Source: an optimization exercise on an open RTL-to-GDS flow (aim: small area and few clock cycles). Production flows keep margins and buffers that such runs may drop. Only the layout flow was run in this run; the RTL was not checked for function there. Power is estimated from default activity; no workload was simulated.

<file path="config.mk">
export PLATFORM = sky130hd
export DESIGN_NAME = procMonoc
export DESIGN_NICKNAME = procMonoc
export VERILOG_FILES = /design/flow/design.v
export SDC_FILE = /design/flow/constraint.sdc
export NUM_CORES = 4
export LEC_CHECK = 0
export CAP_MARGIN = 10
export CORE_MARGIN = 2
export CORE_UTILIZATION = 40
export PLACE_DENSITY = 0.6
export SETUP_SLACK_MARGIN = 0.2
export SLEW_MARGIN = 10
export SYNTH_HIERARCHICAL = 1
</file>
<file path="constraint.sdc">
create_clock -name core_clock -period 12.0 [get_ports {clk}]
set_input_delay 2.4000 -clock core_clock [delete_from_list [all_inputs] [get_ports {clk}]]
set_output_delay 2.4000 -clock core_clock [all_outputs]
set_load 0.01 [all_outputs]
</file>
<file path="design.v">
module addBK32 (
    input  logic [31:0] a,
    input  logic [31:0] b,
    input  logic        cin,
    output logic [31:0] s,
    output logic        cout,
    output logic [31:0] p,
    output logic [31:0] g
);
  assign p = a ^ b;
  assign g = a & b;
  logic g0c, gg0, gg1, pp1, gg2, pp2, gg3, pp3, gg4, pp4, gg5, pp5, gg6, pp6, gg7, pp7, gg8, pp8, gg9, pp9, gg10, pp10, gg11, pp11, gg12, pp12, gg13, pp13, gg14, pp14, gg15, pp15, gg16, gg17, pp17, gg18, pp18, gg19, pp19, gg20, pp20, gg21, pp21, gg22, pp22, gg23, pp23, gg24, gg25, pp25, gg26, pp26, gg27, pp27, gg28, gg29, pp29, gg30, gg31, gg32, gg33, gg34, gg35, gg36, gg37, gg38, gg39, gg40, gg41, gg42, gg43, gg44, gg45, gg46, gg47, gg48, gg49, gg50, gg51, gg52, gg53, gg54, gg55, gg56;
  assign g0c = g[0] | (p[0] & cin);
  assign gg0 = g[1] | (p[1] & g0c);
  assign gg1 = g[3] | (p[3] & g[2]);
  assign pp1 = p[3] & p[2];
  assign gg2 = g[5] | (p[5] & g[4]);
  assign pp2 = p[5] & p[4];
  assign gg3 = g[7] | (p[7] & g[6]);
  assign pp3 = p[7] & p[6];
  assign gg4 = g[9] | (p[9] & g[8]);
  assign pp4 = p[9] & p[8];
  assign gg5 = g[11] | (p[11] & g[10]);
  assign pp5 = p[11] & p[10];
  assign gg6 = g[13] | (p[13] & g[12]);
  assign pp6 = p[13] & p[12];
  assign gg7 = g[15] | (p[15] & g[14]);
  assign pp7 = p[15] & p[14];
  assign gg8 = g[17] | (p[17] & g[16]);
  assign pp8 = p[17] & p[16];
  assign gg9 = g[19] | (p[19] & g[18]);
  assign pp9 = p[19] & p[18];
  assign gg10 = g[21] | (p[21] & g[20]);
  assign pp10 = p[21] & p[20];
  assign gg11 = g[23] | (p[23] & g[22]);
  assign pp11 = p[23] & p[22];
  assign gg12 = g[25] | (p[25] & g[24]);
  assign pp12 = p[25] & p[24];
  assign gg13 = g[27] | (p[27] & g[26]);
  assign pp13 = p[27] & p[26];
  assign gg14 = g[29] | (p[29] & g[28]);
  assign pp14 = p[29] & p[28];
  assign gg15 = g[31] | (p[31] & g[30]);
  assign pp15 = p[31] & p[30];
  assign gg16 = gg1 | (pp1 & gg0);
  assign gg17 = gg3 | (pp3 & gg2);
  assign pp17 = pp3 & pp2;
  assign gg18 = gg5 | (pp5 & gg4);
  assign pp18 = pp5 & pp4;
  assign gg19 = gg7 | (pp7 & gg6);
  assign pp19 = pp7 & pp6;
  assign gg20 = gg9 | (pp9 & gg8);
  assign pp20 = pp9 & pp8;
  assign gg21 = gg11 | (pp11 & gg10);
  assign pp21 = pp11 & pp10;
  assign gg22 = gg13 | (pp13 & gg12);
  assign pp22 = pp13 & pp12;
  assign gg23 = gg15 | (pp15 & gg14);
  assign pp23 = pp15 & pp14;
  assign gg24 = gg17 | (pp17 & gg16);
  assign gg25 = gg19 | (pp19 & gg18);
  assign pp25 = pp19 & pp18;
  assign gg26 = gg21 | (pp21 & gg20);
  assign pp26 = pp21 & pp20;
  assign gg27 = gg23 | (pp23 & gg22);
  assign pp27 = pp23 & pp22;
  assign gg28 = gg25 | (pp25 & gg24);
  assign gg29 = gg27 | (pp27 & gg26);
  assign pp29 = pp27 & pp26;
  assign gg30 = gg29 | (pp29 & gg28);
  assign gg31 = gg26 | (pp26 & gg28);
  assign gg32 = gg18 | (pp18 & gg24);
  assign gg33 = gg20 | (pp20 & gg28);
  assign gg34 = gg22 | (pp22 & gg31);
  assign gg35 = gg2 | (pp2 & gg16);
  assign gg36 = gg4 | (pp4 & gg24);
  assign gg37 = gg6 | (pp6 & gg32);
  assign gg38 = gg8 | (pp8 & gg28);
  assign gg39 = gg10 | (pp10 & gg33);
  assign gg40 = gg12 | (pp12 & gg31);
  assign gg41 = gg14 | (pp14 & gg34);
  assign gg42 = g[2] | (p[2] & gg0);
  assign gg43 = g[4] | (p[4] & gg16);
  assign gg44 = g[6] | (p[6] & gg35);
  assign gg45 = g[8] | (p[8] & gg24);
  assign gg46 = g[10] | (p[10] & gg36);
  assign gg47 = g[12] | (p[12] & gg32);
  assign gg48 = g[14] | (p[14] & gg37);
  assign gg49 = g[16] | (p[16] & gg28);
  assign gg50 = g[18] | (p[18] & gg38);
  assign gg51 = g[20] | (p[20] & gg33);
  assign gg52 = g[22] | (p[22] & gg39);
  assign gg53 = g[24] | (p[24] & gg31);
  assign gg54 = g[26] | (p[26] & gg40);
  assign gg55 = g[28] | (p[28] & gg34);
  assign gg56 = g[30] | (p[30] & gg41);
  assign s[0] = p[0] ^ cin;
  assign s[1] = p[1] ^ g0c;
  assign s[2] = p[2] ^ gg0;
  assign s[3] = p[3] ^ gg42;
  assign s[4] = p[4] ^ gg16;
  assign s[5] = p[5] ^ gg43;
  assign s[6] = p[6] ^ gg35;
  assign s[7] = p[7] ^ gg44;
  assign s[8] = p[8] ^ gg24;
  assign s[9] = p[9] ^ gg45;
  assign s[10] = p[10] ^ gg36;
  assign s[11] = p[11] ^ gg46;
  assign s[12] = p[12] ^ gg32;
  assign s[13] = p[13] ^ gg47;
  assign s[14] = p[14] ^ gg37;
  assign s[15] = p[15] ^ gg48;
  assign s[16] = p[16] ^ gg28;
  assign s[17] = p[17] ^ gg49;
  assign s[18] = p[18] ^ gg38;
  assign s[19] = p[19] ^ gg50;
  assign s[20] = p[20] ^ gg33;
  assign s[21] = p[21] ^ gg51;
  assign s[22] = p[22] ^ gg39;
  assign s[23] = p[23] ^ gg52;
  assign s[24] = p[24] ^ gg31;
  assign s[25] = p[25] ^ gg53;
  assign s[26] = p[26] ^ gg40;
  assign s[27] = p[27] ^ gg54;
  assign s[28] = p[28] ^ gg34;
  assign s[29] = p[29] ^ gg55;
  assign s[30] = p[30] ^ gg41;
  assign s[31] = p[31] ^ gg56;
  assign cout = gg30;
endmodule
module addBK30 (
    input  logic [29:0] a,
    input  logic [29:0] b,
    input  logic        cin,
    output logic [29:0] s,
    output logic        cout,
    output logic [29:0] p,
    output logic [29:0] g
);
  assign p = a ^ b;
  assign g = a & b;
  logic g0c, gg0, gg1, pp1, gg2, pp2, gg3, pp3, gg4, pp4, gg5, pp5, gg6, pp6, gg7, pp7, gg8, pp8, gg9, pp9, gg10, pp10, gg11, pp11, gg12, pp12, gg13, pp13, gg14, pp14, gg15, gg16, pp16, gg17, pp17, gg18, pp18, gg19, pp19, gg20, pp20, gg21, pp21, gg22, gg23, pp23, gg24, pp24, gg25, gg26, gg27, gg28, gg29, gg30, gg31, gg32, gg33, gg34, gg35, gg36, gg37, gg38, gg39, gg40, gg41, gg42, gg43, gg44, gg45, gg46, gg47, gg48, gg49, gg50;
  assign g0c = g[0] | (p[0] & cin);
  assign gg0 = g[1] | (p[1] & g0c);
  assign gg1 = g[3] | (p[3] & g[2]);
  assign pp1 = p[3] & p[2];
  assign gg2 = g[5] | (p[5] & g[4]);
  assign pp2 = p[5] & p[4];
  assign gg3 = g[7] | (p[7] & g[6]);
  assign pp3 = p[7] & p[6];
  assign gg4 = g[9] | (p[9] & g[8]);
  assign pp4 = p[9] & p[8];
  assign gg5 = g[11] | (p[11] & g[10]);
  assign pp5 = p[11] & p[10];
  assign gg6 = g[13] | (p[13] & g[12]);
  assign pp6 = p[13] & p[12];
  assign gg7 = g[15] | (p[15] & g[14]);
  assign pp7 = p[15] & p[14];
  assign gg8 = g[17] | (p[17] & g[16]);
  assign pp8 = p[17] & p[16];
  assign gg9 = g[19] | (p[19] & g[18]);
  assign pp9 = p[19] & p[18];
  assign gg10 = g[21] | (p[21] & g[20]);
  assign pp10 = p[21] & p[20];
  assign gg11 = g[23] | (p[23] & g[22]);
  assign pp11 = p[23] & p[22];
  assign gg12 = g[25] | (p[25] & g[24]);
  assign pp12 = p[25] & p[24];
  assign gg13 = g[27] | (p[27] & g[26]);
  assign pp13 = p[27] & p[26];
  assign gg14 = g[29] | (p[29] & g[28]);
  assign pp14 = p[29] & p[28];
  assign gg15 = gg1 | (pp1 & gg0);
  assign gg16 = gg3 | (pp3 & gg2);
  assign pp16 = pp3 & pp2;
  assign gg17 = gg5 | (pp5 & gg4);
  assign pp17 = pp5 & pp4;
  assign gg18 = gg7 | (pp7 & gg6);
  assign pp18 = pp7 & pp6;
  assign gg19 = gg9 | (pp9 & gg8);
  assign pp19 = pp9 & pp8;
  assign gg20 = gg11 | (pp11 & gg10);
  assign pp20 = pp11 & pp10;
  assign gg21 = gg13 | (pp13 & gg12);
  assign pp21 = pp13 & pp12;
  assign gg22 = gg16 | (pp16 & gg15);
  assign gg23 = gg18 | (pp18 & gg17);
  assign pp23 = pp18 & pp17;
  assign gg24 = gg20 | (pp20 & gg19);
  assign pp24 = pp20 & pp19;
  assign gg25 = gg23 | (pp23 & gg22);
  assign gg26 = gg24 | (pp24 & gg25);
  assign gg27 = gg17 | (pp17 & gg22);
  assign gg28 = gg19 | (pp19 & gg25);
  assign gg29 = gg21 | (pp21 & gg26);
  assign gg30 = gg2 | (pp2 & gg15);
  assign gg31 = gg4 | (pp4 & gg22);
  assign gg32 = gg6 | (pp6 & gg27);
  assign gg33 = gg8 | (pp8 & gg25);
  assign gg34 = gg10 | (pp10 & gg28);
  assign gg35 = gg12 | (pp12 & gg26);
  assign gg36 = gg14 | (pp14 & gg29);
  assign gg37 = g[2] | (p[2] & gg0);
  assign gg38 = g[4] | (p[4] & gg15);
  assign gg39 = g[6] | (p[6] & gg30);
  assign gg40 = g[8] | (p[8] & gg22);
  assign gg41 = g[10] | (p[10] & gg31);
  assign gg42 = g[12] | (p[12] & gg27);
  assign gg43 = g[14] | (p[14] & gg32);
  assign gg44 = g[16] | (p[16] & gg25);
  assign gg45 = g[18] | (p[18] & gg33);
  assign gg46 = g[20] | (p[20] & gg28);
  assign gg47 = g[22] | (p[22] & gg34);
  assign gg48 = g[24] | (p[24] & gg26);
  assign gg49 = g[26] | (p[26] & gg35);
  assign gg50 = g[28] | (p[28] & gg29);
  assign s[0] = p[0] ^ cin;
  assign s[1] = p[1] ^ g0c;
  assign s[2] = p[2] ^ gg0;
  assign s[3] = p[3] ^ gg37;
  assign s[4] = p[4] ^ gg15;
  assign s[5] = p[5] ^ gg38;
  assign s[6] = p[6] ^ gg30;
  assign s[7] = p[7] ^ gg39;
  assign s[8] = p[8] ^ gg22;
  assign s[9] = p[9] ^ gg40;
  assign s[10] = p[10] ^ gg31;
  assign s[11] = p[11] ^ gg41;
  assign s[12] = p[12] ^ gg27;
  assign s[13] = p[13] ^ gg42;
  assign s[14] = p[14] ^ gg32;
  assign s[15] = p[15] ^ gg43;
  assign s[16] = p[16] ^ gg25;
  assign s[17] = p[17] ^ gg44;
  assign s[18] = p[18] ^ gg33;
  assign s[19] = p[19] ^ gg45;
  assign s[20] = p[20] ^ gg28;
  assign s[21] = p[21] ^ gg46;
  assign s[22] = p[22] ^ gg34;
  assign s[23] = p[23] ^ gg47;
  assign s[24] = p[24] ^ gg26;
  assign s[25] = p[25] ^ gg48;
  assign s[26] = p[26] ^ gg35;
  assign s[27] = p[27] ^ gg49;
  assign s[28] = p[28] ^ gg29;
  assign s[29] = p[29] ^ gg50;
  assign cout = gg36;
endmodule
module inc30 (
    input  logic [29:0] a,
    output logic [29:0] s
);
  logic [30:0] c;
  assign c[0] = 1'b1;
  genvar i;
  generate
    for (i = 0; i < 30; i++) begin : g_ha
      assign s[i] = a[i] ^ c[i];
      assign c[i+1] = a[i] & c[i];
    end
  endgenerate
endmodule
module rfBit (
    input  logic clk,
    input  logic we,
    input  logic wen,
    input  logic d,
    output logic q
);
  always_ff @(posedge clk) q <= (we & d) | (wen & q);
endmodule
module rfAoi3 (
    input  logic [2:0] sel,
    input  logic [2:0] data,
    output logic       outN
);
  assign outN = ~|(sel & data);
endmodule
module rfRead (
    input  logic [30:0] sel,
    input  logic [30:0] data,
    output logic        out
);
  logic [10:0] n;
  genvar g;
  generate
    for (g = 0; g < 10; g++) begin : g_aoi
      rfAoi3 a(.sel(sel[3*g +: 3]), .data(data[3*g +: 3]), .outN(n[g]));
    end
  endgenerate
  assign n[10] = ~(sel[30] & data[30]);
  assign out = ~&n;
endmodule
module RegUnit (
    input  logic        clk,
    input  logic        rst,
    input  logic        we,
    input  logic [4:0]  wrAddr,
    input  logic [4:0]  rdAddr1,
    input  logic [4:0]  rdAddr2,
    input  logic [31:0] wrData,
    output logic [31:0] rdData1,
    output logic [31:0] rdData2
);
  logic [30:0] q [0:31];      
  logic [31:1] wsel, sel1, sel2;
  logic [31:0] d;
  assign d = rst ? 32'b0 : wrData;
  genvar r, b;
  generate
    for (r = 1; r < 32; r++) begin : g_reg
      assign wsel[r] = rst || (we && (wrAddr == r));
      assign sel1[r] = (rdAddr1 == r);
      assign sel2[r] = (rdAddr2 == r);
      for (b = 0; b < 32; b++) begin : g_bit
        rfBit bc(.clk(clk), .we(wsel[r]), .wen(~wsel[r]), .d(d[b]), .q(q[b][r-1]));
      end
    end
    for (b = 0; b < 32; b++) begin : g_rd
      rfRead rd1(.sel(sel1), .data(q[b]), .out(rdData1[b]));
      rfRead rd2(.sel(sel2), .data(q[b]), .out(rdData2[b]));
    end
  endgenerate
endmodule
module procMonoc(
    input logic clk,
    input logic rst,
    output logic [31:0] imem_addr,
    input logic [31:0] imem_rdata,
    output logic [31:0] dmem_addr,
    output logic [1:0] dmem_size,
    output logic dmem_we,
    output logic [31:0] dmem_wdata,
    input logic [31:0] dmem_rdata
);
    logic [31:0] inst;
    assign inst = imem_rdata;
    logic [31:2] pc;
    assign imem_addr = {pc, 2'b00};
    logic i6, i5, i4, i3, i2;
    assign {i6, i5, i4, i3, i2} = inst[6:2];
    logic [2:0] f3;
    assign f3 = inst[14:12];
    logic isStore, isBranch, isJal, isJalr, isJump, isLoad, isLui, isAuipc, isAlu, isOp, rfWe, useRs2;
    assign isStore  = ~i6 & i5 & ~i4;
    assign isBranch = i6 & ~i2;
    assign isJal    = i6 & i3;
    assign isJalr   = i6 & i2 & ~i3;
    assign isJump   = i6 & i2;
    assign isLoad   = ~i6 & ~i5 & ~i4;
    assign isLui    = i5 & i4 & i2;
    assign isAuipc  = ~i5 & i4 & i2;
    assign isAlu    = i4 & ~i2;
    assign isOp     = i5 & i4 & ~i2;
    assign rfWe     = ~(i5 & ~i4 & ~i2);
    assign useRs2   = i5 & ~i2 & (i4 | i6);
    logic [31:0] rs1, rs2, wd;
    RegUnit RU(.clk(clk), .rst(rst), .we(rfWe), .wrAddr(inst[11:7]),
               .rdAddr1(inst[19:15]), .rdAddr2(inst[24:20]), .wrData(wd),
               .rdData1(rs1), .rdData2(rs2));
    logic [31:0] immIS, immT;
    assign immIS = {{21{inst[31]}}, inst[30:25], isStore ? inst[11:7] : inst[24:20]};
    always_comb begin
        if (isAuipc)      immT = {inst[31:12], 12'b0};
        else if (isJal)   immT = {{12{inst[31]}}, inst[19:12], inst[20], inst[30:21], 1'b0};
        else              immT = {{20{inst[31]}}, inst[7], inst[30:25], inst[11:8], 1'b0};
    end
    logic [31:2] tgt, pcInc;
    logic [29:0] tgtP, tgtG;
    logic tgtCout;
    addBK30 tgtAdd(.a(pc), .b(immT[31:2]), .cin(1'b0), .s(tgt), .cout(tgtCout), .p(tgtP), .g(tgtG));
    inc30 pcAdd(.a(pc), .s(pcInc));
    logic [31:0] b, bx, sum, p, g;
    logic sub, cout, lt, ltu, eq;
    assign b   = useRs2 ? rs2 : immIS;
    assign sub = isBranch | (isAlu & ~f3[2] & f3[1]) | (isOp & (f3 == 3'b000) & inst[30]);
    assign bx  = b ^ {32{sub}};
    addBK32 aluAdd(.a(rs1), .b(bx), .cin(sub), .s(sum), .cout(cout), .p(p), .g(g));
    assign ltu = ~cout;
    assign lt  = (rs1[31] ^ b[31]) ? rs1[31] : sum[31];
    assign eq  = &p;
    logic [31:0] shIn, shOut;
    logic left;
    assign left = ~f3[2];
    always_comb begin
        for (int k = 0; k < 32; k++) shIn[k] = left ? rs1[31 - k] : rs1[k];
    end
    assign shOut = $signed({inst[30] & ~left & rs1[31], shIn}) >>> b[4:0];
    logic [31:0] ld;
    logic sgn;
    assign sgn = ~f3[2] & (f3[0] ? dmem_rdata[15] : dmem_rdata[7]);
    assign ld[7:0]   = dmem_rdata[7:0];
    assign ld[15:8]  = (f3[0] | f3[1]) ? dmem_rdata[15:8] : {8{sgn}};
    assign ld[31:16] = f3[1] ? dmem_rdata[31:16] : {16{sgn}};
    logic selSum, selSl, selSr, selLt, selLtu, selP, selG, selLd, selInc, selTgt, selLui;
    assign selSum = isAlu & (f3 == 3'b000);
    assign selSl  = isAlu & (f3 == 3'b001);
    assign selSr  = isAlu & (f3 == 3'b101);
    assign selLt  = isAlu & (f3 == 3'b010);
    assign selLtu = isAlu & (f3 == 3'b011);
    assign selP   = isAlu & f3[2] & ~f3[0];            
    assign selG   = isAlu & f3[2] & f3[1];             
    assign selLd  = isLoad;
    assign selInc = isJump;
    assign selTgt = isAuipc;
    assign selLui = isLui;
    always_comb begin
        for (int k = 0; k < 32; k++)
            wd[k] = (selSum & sum[k]) | (selSr & shOut[k]) | (selSl & shOut[31 - k]) |
                    (selP & p[k]) | (selG & g[k]) | (selLd & ld[k]);
        for (int k = 2; k < 32; k++)
            wd[k] = wd[k] | (selInc & pcInc[k]) | (selTgt & tgt[k]);
        for (int k = 12; k < 32; k++)
            wd[k] = wd[k] | (selLui & inst[k]);
        wd[0] = wd[0] | (selLt & lt) | (selLtu & ltu);
    end
    logic cond, taken;
    assign cond  = f3[0] ^ (f3[2] ? (f3[1] ? ltu : lt) : eq);
    assign taken = (isBranch & cond) | isJal;
    always_ff @(posedge clk) begin
        if (rst)         pc <= 30'b0;
        else if (isJalr) pc <= sum[31:2];
        else if (taken)  pc <= tgt;
        else             pc <= pcInc;
    end
    assign dmem_addr  = sum;
    assign dmem_size  = f3[1:0];
    assign dmem_we    = isStore;
    assign dmem_wdata = rs2;
endmodule
</file>
<file path="flow/run.sh">
#!/bin/bash
set -euo pipefail
export BUFFER_PORTS_ARGS="-buffer_cell sky130_fd_sc_hd__buf_1"
export CTS_ARGS="-sink_clustering_enable -repair_clock_nets -dont_use_dummy_load"
bash standard.sh > standard.log 2>&1
</file>
<file path="standard.sh">
#!/bin/bash
# synth_recipe.tcl (not shown) runs the flow's synth.tcl, then flattens the netlist and writes it again
# the make line also repeats each setting of config.mk as NAME=value (left out here)
make -C /OpenROAD-flow-scripts/flow DESIGN_CONFIG=/design/flow/config.mk WORK_HOME=/design/flow/orfs CLKGATE_MAP_FILE= SYNTH_SCRIPT=/design/flow/synth_recipe.tcl "${@:-finish}"
</file>
==> reports/qor.txt <==
outcome = complete, no violations
setup_tns = 0 ns
# nets final = 5,013
Reg clk slew, reported paths = 0.05 ns
PnR worst setup slack = 0.261 ns
Final min period = 11.74 ns
Post-CTS Hold Fix Bufs = 0
CTS resizes = 0
Worst Path Required = 9.60 ns
CP delay by family, top = compound AO/OA/AOI/OAI gates
largest fanout on the critical path = 12
Comb pwr share = 0.249
Die X = 351 um
CTS Buf Count = 107
routability cong. = 1.03
clk_skew = 0.102 ns
area delta synth->final = 15.5%
DRT Pass-1 Iters = 14
placed insts = 6,330
CTS tree = done
commonest cells after routing, fill and taps aside = 1,022 x dfxtp_1, 1,004 x a22o_1, 669 x a222oi_1
Antenna Violating Nets Remaining = 0
measured slew at the worst slew-check pin = 1.38 ns
overall routed net length = 253 mm
# port buffers = 160
number of DRC violations after detailed-routing iteration 0 = 11,500
row count = 127
root buffer cell = clkbuf_16
CTS sink cnt = 1,022
H-tree depth = 3
CP peak stage delay = 0.59 ns
Pint = 6.16 mW
Initial Utilization = 0.402
hold_ws = 0.493 ns
largest net degree at the start of global routing = 95
DRC violation count after routing = 0
Syn Inst Count = 4,473
antenna violations before repair = 23
Max VDD drop = 0.125 mV
Core Util, Final = 0.464
gr usage total = 0.393
die area = 123,000 um^2
Crit-path slowest cell = nand2_1
share of cells above drive strength 1 = 0.108
Hold Vio Cnt, Final = 0
Static Leak = 21.2 nW
f_max = 0.0852 GHz
pre-CTS setup slack = 0.551 ns
R2R setup slack = 3.27 ns
IO Count = 165
via count = 50,800
cell area after layout = 55,500 um^2
Reg power frac = 0.444
Clk pwr share = 0.306
Clock Latency Late Sink = 0.77 ns
Post-CTS Setup Inserts = 0
Syn Area/Cell = 10.8 um^2
Worst EP arrival = 9.34 ns
global-route wire length before repair = 352 mm
Slew Limit Fails = 0
Mapped Area = 48,100 um^2
Tcrit/Tclk final = 0.978
total power = 9.41 mW
Worst Path Buf+Inv = 7
Post-DP Area = 52,900 um^2
max_slew headroom = 0.0801
Worst setup EP type = output port
detailed placer's ending HPWL = 164 mm
clock buffer depth = 3
vias in the first global route = 45,900
WS Path Type = input port to output port
Yosys Warn Count = 10
startpoint types = input port
Net Sw Power = 3.25 mW
type of the most critical hold path = register to register
Sw Share = 0.345
Max Cap Viol = 0
PD cells = 169 nW/um^2
routed length per instance = 39.3 um
Core ar. = 120,000 um^2
Vias/cell = 7.88
Overflow after GRT = 0
commonest non-fill, non-tap cell in the layout = dfxtp_1
Final Non-Filler Cells = 6,443
die height = 351 um
Setup violations, final = 0
unrepaired setup endpoints after global routing = false
==> state kept, by name (all words and copies together), names as in the netlist <==
signal and count:
RU.g.g_bit.bc.q 992, pc 30
==> final cells by class <==
class | instances | area (um^2)
timing repair buffer | 385 | 2310
fill | 11200 | 64100
antenna | 6 | 15.0
clock buffer | 107 | 2680
sequential | 1022 | 20500
multi-input combinational | 3272 | 27900
tap | 1612 | 2020
inverter | 39 | 146
==> worst register-to-register path, delay by kind of cell, from the launching register on <==
kind / cells / cell delay [ns]
and+or+nand+nor: 3 / 0.77
DFF: 1 / 0.34
AOI/OAI and AO/OA: 3 / 2.18
adders and majority gates: 27 / 5.28
==> path summary, 6_finish.rpt <==
kind,startpoint,endpoint,cells after the start
worst max-delay path,imem_rdata[22],dmem_addr[19],25
worst min-delay path,RU.g_reg[11].g_bit[25].bc.q$_DFF_P_,RU.g_reg[11].g_bit[25].bc.q$_DFF_P_,1
worst max register to register,pc[2]$_SDFF_PP0_,RU.g_reg[11].g_bit[29].bc.q$_DFF_P_,33
worst min register to register,RU.g_reg[11].g_bit[25].bc.q$_DFF_P_,RU.g_reg[11].g_bit[25].bc.q$_DFF_P_,1
==> power by group through the flow <==
stage               Combinational [mW]  Clock, mW  Sequential (mW)
finish                            2.35       2.88             4.18
global route                      2.40       3.00             4.22
CTS                               2.23       2.88             4.16
detailed placement                2.22          0             4.22
global placement                  2.21          0             4.21
floorplan                         1.29          0             4.14
==> metal layers <==
metal | vias up | part of all wire | global-route usage
met5 | - | 0.0011 | 0.00667
met4 | 26 | 0.067 | 0.214
met3 | 858 | 0.15 | 0.132
met2 | 4300 | 0.41 | 0.562
met1 | 25000 | 0.38 | 0.516
li1 | 20600 | - | -

==> separate check: timing with driven ports <==
Ports are ideal in the flow. The routed layout listed here was re-timed in OpenROAD. Step 1 assumes that a clkbuf_16 drives the clock port and a buf_2 every other input. Step 2 adds t to the input delays and takes it off the output delays; t is the mean of the earliest and latest rising clock arrival at the registers after step 1. Input paths then give back, and output paths get back, about the clock's delay inside the block. Three values: ideal, step 1, step 2; two values: the first two.
t, ns: 0.808
slack for setup (ns): 0.261 / 0.201 / 0.201
worst hold slack (ns): 0.493 / 0.493 / 0.493
worst register clock-pin slew, ns: 0.06 / 0.06
worst data-port slew with drivers (ns): 0.17
After both steps this run still meets setup and hold. For this run, drivers alone change the setup slack by -0.060 ns; drivers and shift together by -0.060 ns.
